Context: an optimization exercise on an open-source flow, tuned for small area. The choices shown serve that exercise and are no tape-out recipe. Only simulation tests tie the RTL to the original design; equivalence was not proved. Power is estimated from default activity; no workload was simulated.

==> flow/design.v <==
module pianotiles(
		CLOCK_50,
		reset,
		KEY,
		plot,
		vga_x,
		vga_y,
		vga_colour,
		HEX0,
		HEX1,
		LEDR
		);
	input 			CLOCK_50;
	input			reset;
	input 	[3:0] KEY;
	output			plot;
	output	[8:0]	vga_x;
	output	[7:0]	vga_y;
	output	[2:0]	vga_colour;
	output [6:0] HEX0;
	output [6:0] HEX1;
	output [17:0] LEDR;
	reg [1:0] game_state;
	assign LEDR[1:0] = game_state;
	assign LEDR[3:2] = 2'b00;
	assign LEDR[5:4] = game_state;
	assign LEDR[13:6] = 8'd0;
	assign LEDR[17:14] = KEY;
	assign plot = (game_state == 2'd1);
	reg [3:0] rate;
	wire tick = (rate == 4'd7);
	always @(posedge CLOCK_50)
		if (reset) rate <= 4'd0;
		else rate <= rate + 4'd1;
	reg [8:0] n0;
	reg [5:0] n1;
	always @(posedge CLOCK_50)
		if (reset) begin
			n0 <= 9'h100;
			n1 <= 6'h20;
		end else begin
			n0 <= {n0[7:0], n0[3] ^ n0[8]};
			n1 <= {n1[4:0], n1[5] ^ n1[0]};
		end
	wire [1:0] rnd = {n0[0], n1[0]};
	reg [5:0] f;
	reg [2:0] T;
	reg [1:0] q0, q1, q2, q3, q4, q5;
	reg z4, z5;
	reg [1:0] pj;
	reg [5:0] pc;
	reg P, R240;
	reg [1:0] jc;
	reg [5:0] oc;
	reg [1:0] ac;
	reg [7:0] score;
	wire new_tile = (f == 6'd51);
	wire [5:0] nf = new_tile ? 6'd1 : f + 6'd1;
	wire [2:0] nT = (new_tile && T != 3'd6) ? T + 3'd1 : T;
	wire [1:0] nq0 = new_tile ? rnd : q0;
	wire [1:0] nq1 = new_tile ? q0 : q1;
	wire [1:0] nq2 = new_tile ? q1 : q2;
	wire [1:0] nq3 = new_tile ? q2 : q3;
	wire [1:0] nq4 = new_tile ? q3 : q4;
	wire [1:0] nq5 = new_tile ? q4 : q5;
	wire nz4 = new_tile ? 1'b0 : z4;
	wire nz5 = new_tile ? z4 : z5;
	wire [1:0] npj = (new_tile && pj != 2'd3) ? pj + 2'd1 : pj;
	wire t4 = (nf >= 6'd35);
	wire [1:0] c239 = t4 ? nq4 : nq5;
	wire [5:0] o239 = t4 ? 6'd21 - nf : 6'd34 - nf;  
	wire [2:0] i239 = t4 ? 3'd4 : 3'd5;
	wire lit239 = (i239 < nT) && !(i239 + 3'd1 == nT && o239 == 6'd50) &&
		!(t4 ? nz4 : nz5) && !(npj == (t4 ? 2'd1 : 2'd2) && o239 >= pc);
	wire g = (nf >= 6'd36);
	wire [5:0] oq = g ? 6'd22 - nf : 6'd35 - nf;  
	wire al = (jc != 2'd3);
	wire [1:0] njc = (new_tile && al) ? jc + 2'd1 : jc;
	wire over = al && (njc == (g ? 2'd1 : 2'd2)) && (oc == oq);
	wire hit = al && !over && (KEY == ~(4'b1000 >> ac));
	wire mj = (njc == 2'd0) ? (nq3 == ac) : (njc == 2'd1) ? (nq4 == ac) : (nq5 == ac);
	wire cz4 = nz4 || (hit && nq4 == ac && njc == 2'd0);
	wire cz5 = nz5 || (hit && nq5 == ac && njc == 2'd1);
	wire start = tick && (game_state != 2'd1) && (KEY != 4'hf);
	wire step = tick && (game_state == 2'd1);
	always @(posedge CLOCK_50) begin
		if (reset) begin
			game_state <= 2'd0;
			T <= 3'd0;
			score <= 8'd0;
		end else if (start) begin
			game_state <= 2'd1;
			f <= 6'd1;
			T <= 3'd1;
			q0 <= rnd;
			jc <= 2'd3;
			score <= 8'd0;
		end else if (step) begin
			f <= nf;
			T <= nT;
			q0 <= nq0; q1 <= nq1; q2 <= nq2; q3 <= nq3; q4 <= nq4; q5 <= nq5;
			z4 <= cz4; z5 <= cz5;
			if (hit && mj) begin
				pj <= njc;
				pc <= oc;
			end else
				pj <= npj;
			R240 <= P;
			P <= lit239 && !(hit && c239 == ac);
			jc <= njc;
			if (!al) begin
				if (lit239) begin
					jc <= g ? 2'd0 : 2'd1;
					oc <= oq;
					ac <= c239;
				end
			end else if (over)
				game_state <= 2'd2;
			else if (hit) begin
				score <= score + 8'd1;
				if (lit239 && c239 != ac) begin
					jc <= g ? 2'd0 : 2'd1;
					oc <= oq;
					ac <= c239;
				end else
					jc <= 2'd3;
			end
		end
	end
	reg [8:0] x;
	reg [7:0] y;
	reg [2:0] colour;
	wire xwrap = (x == 9'd320);
	wire [8:0] nx = xwrap ? 9'd0 : x + 9'd1;
	wire [7:0] ny = xwrap ? ((y == 8'd240) ? 8'd0 : y + 8'd1) : y;
	wire [1:0] cx = (nx < 9'd80) ? 2'd0 : (nx < 9'd160) ? 2'd1 :
		(nx < 9'd240) ? 2'd2 : (nx < 9'd320) ? 2'd3 : 2'd0;
	wire [8:0] dd = {1'b0, ny} - {3'b0, f};
	wire [2:0] di = (dd[8] || dd == 9'd0) ? 3'd0 : (dd <= 9'd51) ? 3'd1 :
		(dd <= 9'd102) ? 3'd2 : (dd <= 9'd153) ? 3'd3 : (dd <= 9'd204) ? 3'd4 : 3'd5;
	wire [5:0] oo = dd[5:0] + ((di == 3'd0) ? 6'd50 : (di == 3'd1) ? 6'd63 :
		(di == 3'd2) ? 6'd12 : (di == 3'd3) ? 6'd25 : (di == 3'd4) ? 6'd38 : 6'd51);
	wire zz = (di == 3'd4) ? z4 : (di == 3'd5) ? z5 : 1'b0;
	wire cut = zz || ((di == {1'b0, pj} + 3'd3) && oo >= pc);
	wire [1:0] rc = (di == 3'd0) ? q0 : (di == 3'd1) ? q1 : (di == 3'd2) ? q2 :
		(di == 3'd3) ? q3 : (di == 3'd4) ? q4 : q5;
	wire lit = (ny != 8'd0) && (di < T) && !(di + 3'd1 == T && oo == 6'd50) &&
		((ny == 8'd240) ? R240 : !cut);
	always @(posedge CLOCK_50)
		if (reset) begin
			x <= 9'd0;
			y <= 8'd0;
			colour <= 3'b111;
		end else begin
			x <= nx;
			y <= ny;
			colour <= (lit && rc == cx) ? {1'b0, cx} + 3'd1 : 3'b111;
		end
	assign vga_x = x;
	assign vga_y = y;
	assign vga_colour = colour;
	localparam [111:0] SEG = {
		7'b000_1110, 7'b000_0110, 7'b010_0001, 7'b100_0110,
		7'b000_0011, 7'b000_1000, 7'b001_1000, 7'b000_0000,
		7'b111_1000, 7'b000_0010, 7'b001_0010, 7'b001_1001,
		7'b011_0000, 7'b010_0100, 7'b111_1001, 7'b100_0000};
	assign HEX0 = SEG[score[3:0] * 7 +: 7];
	assign HEX1 = SEG[score[7:4] * 7 +: 7];
endmodule
clock: 10.0 ns
lec_check: 0
cap_margin: 20
core_margin: 2
core_utilization: 40
place_density: 0.6
slew_margin: 20
standard.sh (not shown) runs the stock make flow with config.mk's settings and CLKGATE_MAP_FILE= SYNTH_SCRIPT=/design/flow/synth_recipe.tcl, a recipe that flattens the netlist after the stock synthesis.
==> flow/flow/run.sh <==
#!/bin/bash
# Own layout flow: the standard layout (standard.sh) with two changes.
#  - Synthesis is the standard script (synth_recipe.tcl), but its abc step
#    uses an area-oriented ABC script (area.abc) and adders are left to ABC
#    (ADDER_MAP_FILE empty) instead of half/full-adder cells. Registers are
#    mapped before the abc step, exactly as in the standard synthesis.
#  - The port buffers are sky130_fd_sc_hd__buf_1 cells.
#  - Clock tree synthesis takes its arguments from cts_args.
# Each tool writes its full log under orfs/logs/; make's output goes to
# standard.log in the work folder.
set -euo pipefail
here=$(cd "$(dirname "${BASH_SOURCE[0]}")" && pwd)
bash standard.sh \
	SYNTH_SCRIPT="$here/own_synth.tcl" \
	ADDER_MAP_FILE= \
	"BUFFER_PORTS_ARGS=-buffer_cell sky130_fd_sc_hd__buf_1" \
	"CTS_ARGS=$(cat "$here/cts_args")" \
	finish > standard.log 2>&1
==> flow/flow/area.abc <==
strash
&get -n
&deepsyn -T 10
&put
&get -n
&st
&dch -f
&nf -a
&put
topo
==> flow/flow/cts_args <==
-sink_clustering_enable -repair_clock_nets -buf_list sky130_fd_sc_hd__clkbuf_8 -sink_clustering_max_diameter 50 -dont_use_dummy_load
==> flow/flow/own_synth.tcl <==
# The standard synthesis (synth_recipe.tcl in the work folder) with its abc
# call pointed at area.abc, next to this file.
set own_dir [file dirname [file normalize [info script]]]
proc abc {args} {
  global own_dir
  set i [lsearch -exact $args -script]
  if { $i >= 0 } {
    lset args [expr { $i + 1 }] [file join $own_dir area.abc]
  }
  puts "own_synth: abc $args"
  yosys abc {*}$args
}
source [file join [file dirname $own_dir] synth_recipe.tcl]
==> next run, changes <==
--- a/flow/design.v
+++ b/flow/design.v
@@ -44,14 +44,15 @@
 		end
 	wire [1:0] rnd = {n0[0], n1[0]};
 	reg [5:0] f;
 	reg [2:0] T;
 	reg [1:0] q0, q1, q2, q3, q4, q5;
-	reg z4, z5;
+	reg z3, z4, z5;
 	reg [1:0] pj;
 	reg [5:0] pc;
 	reg P, R240;
+	reg al;			 
 	reg [1:0] jc;
 	reg [5:0] oc;
 	reg [1:0] ac;
 	reg [7:0] score;
 	wire new_tile = (f == 6'd51);
@@ -61,28 +62,30 @@
 	wire [1:0] nq1 = new_tile ? q0 : q1;
 	wire [1:0] nq2 = new_tile ? q1 : q2;
 	wire [1:0] nq3 = new_tile ? q2 : q3;
 	wire [1:0] nq4 = new_tile ? q3 : q4;
 	wire [1:0] nq5 = new_tile ? q4 : q5;
-	wire nz4 = new_tile ? 1'b0 : z4;
+	wire nz3 = new_tile ? 1'b0 : z3;
+	wire nz4 = new_tile ? z3 : z4;
 	wire nz5 = new_tile ? z4 : z5;
 	wire [1:0] npj = (new_tile && pj != 2'd3) ? pj + 2'd1 : pj;
+	wire [5:0] nk4 = nz4 ? 6'd0 : (npj == 2'd1) ? pc : 6'd51;
+	wire [5:0] nk5 = nz5 ? 6'd0 : (npj == 2'd2) ? pc : 6'd51;
 	wire t4 = (nf >= 6'd35);
 	wire [1:0] c239 = t4 ? nq4 : nq5;
 	wire [5:0] o239 = t4 ? 6'd21 - nf : 6'd34 - nf;  
 	wire [2:0] i239 = t4 ? 3'd4 : 3'd5;
 	wire lit239 = (i239 < nT) && !(i239 + 3'd1 == nT && o239 == 6'd50) &&
-		!(t4 ? nz4 : nz5) && !(npj == (t4 ? 2'd1 : 2'd2) && o239 >= pc);
+		(o239 < (t4 ? nk4 : nk5));
 	wire g = (nf >= 6'd36);
 	wire [5:0] oq = g ? 6'd22 - nf : 6'd35 - nf;  
-	wire al = (jc != 2'd3);
-	wire [1:0] njc = (new_tile && al) ? jc + 2'd1 : jc;
+	wire [1:0] njc = new_tile ? jc + 2'd1 : jc;
 	wire over = al && (njc == (g ? 2'd1 : 2'd2)) && (oc == oq);
 	wire hit = al && !over && (KEY == ~(4'b1000 >> ac));
 	wire mj = (njc == 2'd0) ? (nq3 == ac) : (njc == 2'd1) ? (nq4 == ac) : (nq5 == ac);
 	wire cz4 = nz4 || (hit && nq4 == ac && njc == 2'd0);
-	wire cz5 = nz5 || (hit && nq5 == ac && njc == 2'd1);
+	wire cz5 = nz5 || (hit && nq5 == ac && njc != 2'd2);
 	wire start = tick && (game_state != 2'd1) && (KEY != 4'hf);
 	wire step = tick && (game_state == 2'd1);
 	always @(posedge CLOCK_50) begin
 		if (reset) begin
 			game_state <= 2'd0;
@@ -91,27 +94,28 @@
 		end else if (start) begin
 			game_state <= 2'd1;
 			f <= 6'd1;
 			T <= 3'd1;
 			q0 <= rnd;
-			jc <= 2'd3;
+			al <= 1'b0;
 			score <= 8'd0;
 		end else if (step) begin
 			f <= nf;
 			T <= nT;
 			q0 <= nq0; q1 <= nq1; q2 <= nq2; q3 <= nq3; q4 <= nq4; q5 <= nq5;
-			z4 <= cz4; z5 <= cz5;
+			z3 <= nz3; z4 <= cz4; z5 <= cz5;
 			if (hit && mj) begin
 				pj <= njc;
 				pc <= oc;
 			end else
 				pj <= npj;
 			R240 <= P;
 			P <= lit239 && !(hit && c239 == ac);
 			jc <= njc;
 			if (!al) begin
 				if (lit239) begin
+					al <= 1'b1;
 					jc <= g ? 2'd0 : 2'd1;
 					oc <= oq;
 					ac <= c239;
 				end
 			end else if (over)
@@ -121,11 +125,11 @@
 				if (lit239 && c239 != ac) begin
 					jc <= g ? 2'd0 : 2'd1;
 					oc <= oq;
 					ac <= c239;
 				end else
-					jc <= 2'd3;
+					al <= 1'b0;
 			end
 		end
 	end
 	reg [8:0] x;
 	reg [7:0] y;
@@ -138,16 +142,16 @@
 	wire [8:0] dd = {1'b0, ny} - {3'b0, f};
 	wire [2:0] di = (dd[8] || dd == 9'd0) ? 3'd0 : (dd <= 9'd51) ? 3'd1 :
 		(dd <= 9'd102) ? 3'd2 : (dd <= 9'd153) ? 3'd3 : (dd <= 9'd204) ? 3'd4 : 3'd5;
 	wire [5:0] oo = dd[5:0] + ((di == 3'd0) ? 6'd50 : (di == 3'd1) ? 6'd63 :
 		(di == 3'd2) ? 6'd12 : (di == 3'd3) ? 6'd25 : (di == 3'd4) ? 6'd38 : 6'd51);
-	wire zz = (di == 3'd4) ? z4 : (di == 3'd5) ? z5 : 1'b0;
-	wire cut = zz || ((di == {1'b0, pj} + 3'd3) && oo >= pc);
+	wire zz = (di == 3'd3) ? z3 : (di == 3'd4) ? z4 : (di == 3'd5) ? z5 : 1'b0;
+	wire [5:0] kk = zz ? 6'd0 : (di == {1'b0, pj} + 3'd3) ? pc : 6'd51;
 	wire [1:0] rc = (di == 3'd0) ? q0 : (di == 3'd1) ? q1 : (di == 3'd2) ? q2 :
 		(di == 3'd3) ? q3 : (di == 3'd4) ? q4 : q5;
 	wire lit = (ny != 8'd0) && (di < T) && !(di + 3'd1 == T && oo == 6'd50) &&
-		((ny == 8'd240) ? R240 : !cut);
+		((ny == 8'd240) ? R240 : (oo < kk));
 	always @(posedge CLOCK_50)
 		if (reset) begin
 			x <= 9'd0;
 			y <= 8'd0;
 			colour <= 3'b111;
Effect: Total power is higher by 1.5%. Sequential share of layout area is lower by 0.59 points. Non-clock buffer count does not change. Wire length is lower by 0.55%. Critical path depth is lower by 1. Final area is higher by 2.9%. Clock-buffer cell count is unchanged.

re-timing with driven ports:
No port has a modelled driver above. Below, the same layouts with a new extraction and two added sets of constraints.
Step 1 (the two cells are an assumption about what drives the block):
set clk [get_ports {CLOCK_50}]
set_driving_cell -lib_cell sky130_fd_sc_hd__clkbuf_16 $clk
set_driving_cell -lib_cell sky130_fd_sc_hd__buf_2 [delete_from_list [all_inputs] $clk]
Step 2 moves the port delays by t, midway between the first and last clock arrival at a register: inputs arrive t later, outputs are due t later. That takes back most of the time a late clock gives input paths.
a / b / c = ideal ports / drivers / drivers and shift; a / b = the first two.
run	t, ns	setup slack, ns	worst setup path at the end	worst register clock-pin slew, ns
the first run	0.403	3.193 / 3.193 / 3.193	register to register	0.09 / 0.09
the second run	0.406	3.322 / 3.322 / 3.322	register to register	0.10 / 0.10
After both steps every run listed still meets setup and hold.
